Source: an optimization exercise on an open RTL-to-GDS flow (aim: small area). Production flows keep margins and buffers that such runs may drop. Only simulation tests tie the RTL to the original design; equivalence was not proved.

==> inputs of amber <==
==> flow/design.v <==
`timescale 1ns / 1ps
module Receiver(
	input wire clk,
	input wire rst,
	input wire din,
	output reg [7:0] data,
	output wire valid
	);
reg d;
reg [2:0] i;
reg [8:0] cnt;
wire idle  = ~d & ~i[2] & ~i[1];
wire start = ~d & ~i[2] & i[1] & ~i[0];
wire stop  = ~d & ~i[2] & i[1] & i[0];
wire last  = ~d & i[2];
wire chk   = ~cnt[6] & cnt[5] & ~cnt[3] & cnt[2] & ~cnt[1] & ~cnt[0];
wire wr    = d & chk;
assign valid = ~d & ~i[2] & ~i[1] & i[0];
always @(posedge clk) begin
	cnt <= idle ? 9'd0 : {~cnt[7:0], cnt[8] ^ (cnt[3] | cnt[4] & cnt[0])};
	if (wr & ~i[2] & ~i[1] & ~i[0]) data[0] <= din;
	if (wr & ~i[2] & ~i[1] &  i[0]) data[1] <= din;
	if (wr & ~i[2] &  i[1] & ~i[0]) data[2] <= din;
	if (wr & ~i[2] &  i[1] &  i[0]) data[3] <= din;
	if (wr &  i[2] & ~i[1] & ~i[0]) data[4] <= din;
	if (wr &  i[2] & ~i[1] &  i[0]) data[5] <= din;
	if (wr &  i[2] &  i[1] & ~i[0]) data[6] <= din;
	if (wr &  i[2] &  i[1] &  i[0]) data[7] <= din;
	if (rst) begin
		d <= 1'b0; i <= 3'd0;
	end else if (idle) begin
		i <= din ? 3'd0 : 3'd2;
	end else if (last) begin
		i <= 3'd1;
	end else if (chk) begin
		if (start) begin
			d <= ~din; i <= 3'd0;
		end else if (stop) begin
			i <= din ? 3'd4 : 3'd0;
		end else begin
			i[0] <= ~i[0];
			i[1] <= i[1] ^ i[0];
			i[2] <= i[2] ^ (i[1] & i[0]);
			if (i[2] & i[1] & i[0]) begin d <= 1'b0; i <= 3'd3; end
		end
	end
end
endmodule
`timescale 1ns / 1ps
module Transmitter #(parameter EARLY = 0) (
	input wire clk,
	input wire rst,
	input wire en,
	output wire [2:0] idx,
	input wire bit_in,
	output reg dout
	);
localparam [8:0] C0 = 9'd0;
reg d;
reg [2:0] i;
reg [8:0] cnt;
wire ready = ~d & ~i[1];
wire start = ~d & i[1] & ~i[0];
wire stop  = ~d & i[1] & i[0];
wire e0    = ~cnt[7] & ~cnt[5] & ~cnt[4] & ~cnt[3] & ~cnt[1];
wire e278  = cnt[8] & cnt[7] & cnt[6] & cnt[4] & ~cnt[1] & cnt[0];
assign idx = i;
always @(posedge clk) begin
	cnt <= (ready | e278) ? C0 : {~cnt[7:0], cnt[8] ^ cnt[1]};
	if (rst | ~d & ~start)
		dout <= 1'b1;
	else if (start)
		dout <= 1'b0;
	else if (e0)
		dout <= bit_in;
	if (rst) begin
		d <= 1'b0; i <= 3'd0;
	end else if (ready) begin
		if (EARLY && i[0]) i <= 3'd2;
		else if (en) i <= EARLY ? 3'd1 : 3'd2;
	end else if (e278) begin
		if (start) begin
			d <= 1'b1; i <= 3'd0;
		end else if (stop) begin
			i <= {2'b00, EARLY != 0 && en};
		end else begin
			i[0] <= ~i[0];
			i[1] <= i[1] ^ i[0];
			i[2] <= i[2] ^ (i[1] & i[0]);
			if (i[2] & i[1] & i[0]) begin d <= 1'b0; i <= 3'd3; end
		end
	end
end
endmodule
`timescale 1ns / 1ps
module Mitm(
	input wire CLK,
	input wire rst,  
	input wire RX,
	output wire TX,
	output wire C4,  
	output wire C5,  
	input wire C6,  
	input wire C7,  
	output reg LED1
);
reg [1:0] state;
wire green  = ~state[1];
wire normal = ~state[0];
reg grn, fwd_bs, fwd_bg;
wire [7:0] data, bs_data_rx, bg_data_rx;
wire usb_valid, bs_valid, bg_valid;
wire [2:0] usb_idx, bs_idx, bg_idx;
Receiver r_usb(.clk(CLK), .rst(rst), .din(RX), .data(data), .valid(usb_valid));
Receiver r_bs (.clk(CLK), .rst(rst), .din(C6), .data(bs_data_rx), .valid(bs_valid));
Receiver r_bg (.clk(CLK), .rst(rst), .din(C7), .data(bg_data_rx), .valid(bg_valid));
wire [7:0] G = 8'd71;
wire bg_en = green | normal & bs_valid;
wire bs_en = green | normal & bg_valid & ~bs_valid;
Transmitter t_usb(.clk(CLK), .rst(rst), .en(usb_valid), .idx(usb_idx),
	.bit_in(data[usb_idx]), .dout(TX));
Transmitter #(1) t_bs(.clk(CLK), .rst(rst), .en(bs_en), .idx(bs_idx),
	.bit_in(fwd_bs ? bg_data_rx[bs_idx] : grn & G[bs_idx]), .dout(C4));
Transmitter #(1) t_bg(.clk(CLK), .rst(rst), .en(bg_en), .idx(bg_idx),
	.bit_in(fwd_bg ? bs_data_rx[bg_idx] : grn & G[bg_idx]), .dout(C5));
wire cmd = usb_valid & (data[7:4] == 4'b0100) & data[2] & data[1] & (data[3] | data[0]);
always @(posedge CLK) begin
	if (rst) begin
		state <= 2'b11;
		LED1 <= 1'b0;
		grn <= 1'b0;
		fwd_bs <= 1'b0;
		fwd_bg <= 1'b0;
	end else begin
		if (cmd) begin
			LED1 <= ~LED1;
			state <= {data[3], data[0]};
		end
		if (normal) begin
			if (bs_valid) fwd_bg <= 1'b1;
			else if (bg_valid) fwd_bs <= 1'b1;
		end else begin
			grn <= green;
			fwd_bs <= 1'b0;
			fwd_bg <= 1'b0;
		end
	end
end
endmodule
==> flow/flow/run.sh <==
#!/bin/bash
# The standard layout, with three changes:
# - synthesis maps the logic with area-oriented ABC scripts (flow/synth_area.tcl):
#   each flow/abc_*.script is tried in a synthesis of its own and the one
#   giving the smallest cell area is used for the layout;
# - clock tree: no dummy loads on the leaf nets;
# - port buffers: the smallest buffer (repair may still resize it).
# Each tool's output goes to a log file in this folder.
set -euo pipefail
W=$PWD
export CTS_ARGS="-sink_clustering_enable -repair_clock_nets -dont_use_dummy_load -root_buf sky130_fd_sc_hd__clkbuf_8 -buf_list sky130_fd_sc_hd__clkbuf_4 -sink_clustering_size 14 -sink_clustering_max_diameter 60"
export BUFFER_PORTS_ARGS="-buffer_cell sky130_fd_sc_hd__buf_1"

trial() {
  local s=$1 n
  n=$(basename "$s" .script)
  AREA_ABC_SCRIPT="$s" make -C "$FLOW_HOME" DESIGN_CONFIG="$W/config.mk" WORK_HOME="$W/trial_$n" \
    CLKGATE_MAP_FILE= SYNTH_SCRIPT="$W/flow/synth_area.tcl" synth > "$W/trial_$n.log" 2>&1 || return 0
  awk '/Chip area for module/ {print $NF}' "$W/trial_$n/reports/$FLOW_PLATFORM/Mitm/base/synth_stat.txt" \
    > "$W/trial_$n.area"
}
pids=()
for s in "$W"/flow/abc_*.script; do
  trial "$s" &
  pids+=($!)
  if (( ${#pids[@]} >= ${NUM_CORES:-4} )); then wait "${pids[0]}"; pids=("${pids[@]:1}"); fi
done
wait
best=$(for f in "$W"/trial_*.area; do [[ -s $f ]] && echo "$(cat "$f") $(basename "$f" .area)"; done | sort -g | head -1 | awk '{print $2}')
best=${best#trial_}
echo "areas:"; for f in "$W"/trial_*.area; do echo "  $(basename "$f" .area) $(cat "$f")"; done
echo "using $best"
rm -rf "$W"/trial_*/
export AREA_ABC_SCRIPT="$W/flow/$best.script"
bash standard.sh SYNTH_SCRIPT="$W/flow/synth_area.tcl" synth > synth.log 2>&1
bash standard.sh finish > standard.log 2>&1
==> flow/flow/abc_t14.script <==
&get -n
&st
&syn3
&dch -f
&nf -R 1000 -p -F 8 -A 4
&put
mfs3 -ae
topo
==> flow/flow/abc_t8.script <==
&get -n
&st
&syn3
&dch -f
&nf -R 1000 -p -F 8 -A 4
&put
topo
==> flow/flow/abc_u1.script <==
&get -n
&st
&syn3
&dch -f
&nf -R 1000 -p -F 8 -A 4
&put
mfs3 -aer
mfs3 -ae
topo
==> flow/flow/abc_u10.script <==
&get -n
&st
&syn3
&put
strash
&get -n
&dch -f
&nf -R 1000 -p -F 8 -A 4
&put
mfs3 -ae
strash
&get -n
&dch -f
&nf -R 1000 -p -F 8 -A 4
&put
mfs3 -ae
strash
&get -n
&dch -f
&nf -R 1000 -p -F 8 -A 4
&put
mfs3 -ae
strash
&get -n
&dch -f
&nf -R 1000 -p -F 8 -A 4
&put
mfs3 -ae
topo
==> flow/flow/abc_u4.script <==
&get -n
&st
&syn3
&dch -f
&nf -R 1000 -p -F 8 -A 4
&put
mfs3 -ae
strash
&get -n
&dch -f
&nf -R 1000 -p -F 8 -A 4
&put
mfs3 -ae
topo
==> flow/flow/abc_u5.script <==
&get -n
&st
&put
strash
&get -n
&syn3
&dch -f
&nf -R 1000 -p -F 8 -A 4
&put
mfs3 -ae
strash
&get -n
&dch -f
&nf -R 1000 -p -F 8 -A 4
&put
mfs3 -ae
strash
&get -n
&dch -f
&nf -R 1000 -p -F 8 -A 4
&put
mfs3 -ae
topo
==> flow/flow/abc_u7.script <==
&get -n
&st
&put
strash
&get -n
&dch -f
&nf -R 1000 -p -F 8 -A 4
&put
mfs3 -ae
strash
&get -n
&dch -f
&nf -R 1000 -p -F 8 -A 4
&put
mfs3 -ae
strash
&get -n
&dch -f
&nf -R 1000 -p -F 8 -A 4
&put
mfs3 -ae
strash
&get -n
&dch -f
&nf -R 1000 -p -F 8 -A 4
&put
mfs3 -ae
topo
==> flow/flow/abc_u9.script <==
&get -n
&st
&put
strash
&get -n
&dch -f
&nf -R 1000 -p -F 8 -A 4
&put
mfs3 -ae
strash
&get -n
&dch -f
&nf -R 1000 -p -F 8 -A 4
&put
mfs3 -ae
strash
&get -n
&dch -f
&nf -R 1000 -p -F 8 -A 4
&put
mfs3 -ae
strash
&get -n
&dch -f
&nf -R 1000 -p -F 8 -A 4
&put
mfs3 -ae
strash
&get -n
&dch -f
&nf -R 1000 -p -F 8 -A 4
&put
mfs3 -ae
strash
&get -n
&dch -f
&nf -R 1000 -p -F 8 -A 4
&put
mfs3 -ae
topo
==> flow/flow/synth_area.tcl <==
# synth_recipe.tcl (the standard synthesis) with one change: ABC maps the
# logic with an area-oriented script (abc_area.script beside this file)
# instead of ORFS's delay-oriented one. Registers are mapped before ABC runs,
# so they are the same as in the standard synthesis.
proc synth {args} { yosys synth -nofsm -noshare {*}$args }
proc abc {args} {
  set i [lsearch $args -script]
  if { $i >= 0 } { lset args [expr {$i + 1}] $::env(AREA_ABC_SCRIPT) }
  yosys abc {*}$args
}
source $::env(SCRIPTS_DIR)/synth.tcl
# left out here: clear keep_hierarchy, flatten, clean up, hide names made inside functions, write 1_2_yosys.v
==> flow/standard.sh <==
#!/bin/bash
# synth_recipe.tcl (not shown) runs the flow's synth.tcl, then flattens the netlist and writes it again
# the make line also repeats each setting of config.mk as NAME=value (left out here)
make -C /OpenROAD-flow-scripts/flow DESIGN_CONFIG=/design/flow/config.mk WORK_HOME=/design/flow/orfs CLKGATE_MAP_FILE= SYNTH_SCRIPT=/design/flow/synth_recipe.tcl "${@:-finish}"
==> flow/config.mk <==
export PLATFORM = sky130hd
export DESIGN_NAME = Mitm
export DESIGN_NICKNAME = Mitm
export VERILOG_FILES = /design/flow/design.v
export SDC_FILE = /design/flow/constraint.sdc
export NUM_CORES = 4
export LEC_CHECK = 0
export CAP_MARGIN = 0
export CORE_MARGIN = 2
export CORE_UTILIZATION = 60
export GPL_TIMING_DRIVEN = 0
export SLEW_MARGIN = 0
==> flow/constraint.sdc <==
create_clock -name core_clock -period 10.0 [get_ports {CLK}]
set_input_delay 2.0000 -clock core_clock [delete_from_list [all_inputs] [get_ports {CLK}]]
set_output_delay 2.0000 -clock core_clock [all_outputs]
set_load 0.01 [all_outputs]
==> inputs of maple, as changes to amber <==
--- a/flow/flow/run.sh
+++ b/flow/flow/run.sh
@@ -1,5 +1,6 @@
 #!/bin/bash
 # The standard layout, with three changes:
-# - synthesis maps the logic with area-oriented ABC scripts (flow/synth_area.tcl):
+# - synthesis maps the logic with area-oriented ABC scripts and no adder
+#   extraction (flow/synth_area.tcl):
 #   each flow/abc_*.script is tried in a synthesis of its own and the one
 #   giving the smallest cell area is used for the layout;
==> flow/flow/synth_area.tcl (replaced) <==
# synth_recipe.tcl (the standard synthesis) with two changes to the mapping of
# the logic between the registers:
# - ABC maps it with an area-oriented script ($AREA_ABC_SCRIPT) instead of
#   ORFS's delay-oriented one;
# - half/full adders are not extracted into adder cells before ABC (ORFS's
#   ADDER_MAP_FILE step), so ABC sees and optimises all of the logic.
# Registers are mapped before ABC runs, so they are the same as in the
# standard synthesis.
proc synth {args} { yosys synth -nofsm -noshare {*}$args }
proc abc {args} {
  set i [lsearch $args -script]
  if { $i >= 0 } { lset args [expr {$i + 1}] $::env(AREA_ABC_SCRIPT) }
  yosys abc {*}$args
}
set ::env(ADDER_MAP_FILE) ""
source $::env(SCRIPTS_DIR)/synth.tcl
# left out here: clear keep_hierarchy, flatten, clean up, hide names made inside functions, write 1_2_yosys.v
Settings changed: CAP_MARGIN 0 to 5, SLEW_MARGIN 0 to 5.
==> results.txt <==
From left edge to right edge, the die measures 86.5 um. The run finished with no timing, DRC or antenna violations. The share of cell area taken by multi-input logic gates came out at 0.367. The final core utilization came out at 0.650. In this design, the stage delay of the slowest critical-path cell is 0.35 ns. STA puts the critical path data arrival time at 0.85 ns.
# the run above: maple

==> results.txt <==
The run finished with no timing, DRC or antenna violations. Clock-pin slew was measured on the worst setup and hold paths at 0.09 ns. The path class of the tightest hold or removal check is flop to flop. The share of cell area taken by multi-input logic gates is 0.377. The final core utilization was 0.661; the longest individual stage delay on the worst path was 0.96 ns.

Measured along the x axis, the die boundary spans 87.8 um. The run gives 3.30 ns as the signal arrival time at the worst endpoint.
# the run above: amber

-- port drivers added, routing unchanged --
The results above use ideal ports. As a check the final layouts listed here were re-extracted and re-timed, cells and wires unchanged.
Step 1: set_driving_cell puts a clkbuf_16 on CLK and a buf_2 on each other input, an assumption about the parent block.
Step 2 also shifts input and output timing later by t, the mid clock arrival at the registers, as if the neighbouring blocks saw the same clock.
a / b / c = ideal ports / drivers / drivers and shift; a / b = the first two.
| run | shift t [ns] | slack for setup (ns) | hold WS [ns] | worst register clock-pin slew, ns |
|---|---|---|---|---|
| amber | 0.379 | 6.922 / 6.922 / 6.922 | 0.384 / 0.384 / 0.384 | 0.10 / 0.10 |
| maple | 0.386 | 7.153 / 7.119 / 7.021 | 0.386 / 0.386 / 0.386 | 0.10 / 0.10 |
After both steps every run listed still meets setup and hold. For maple, which loses most, drivers alone change the setup slack by -0.034 ns; drivers and shift together by -0.132 ns.
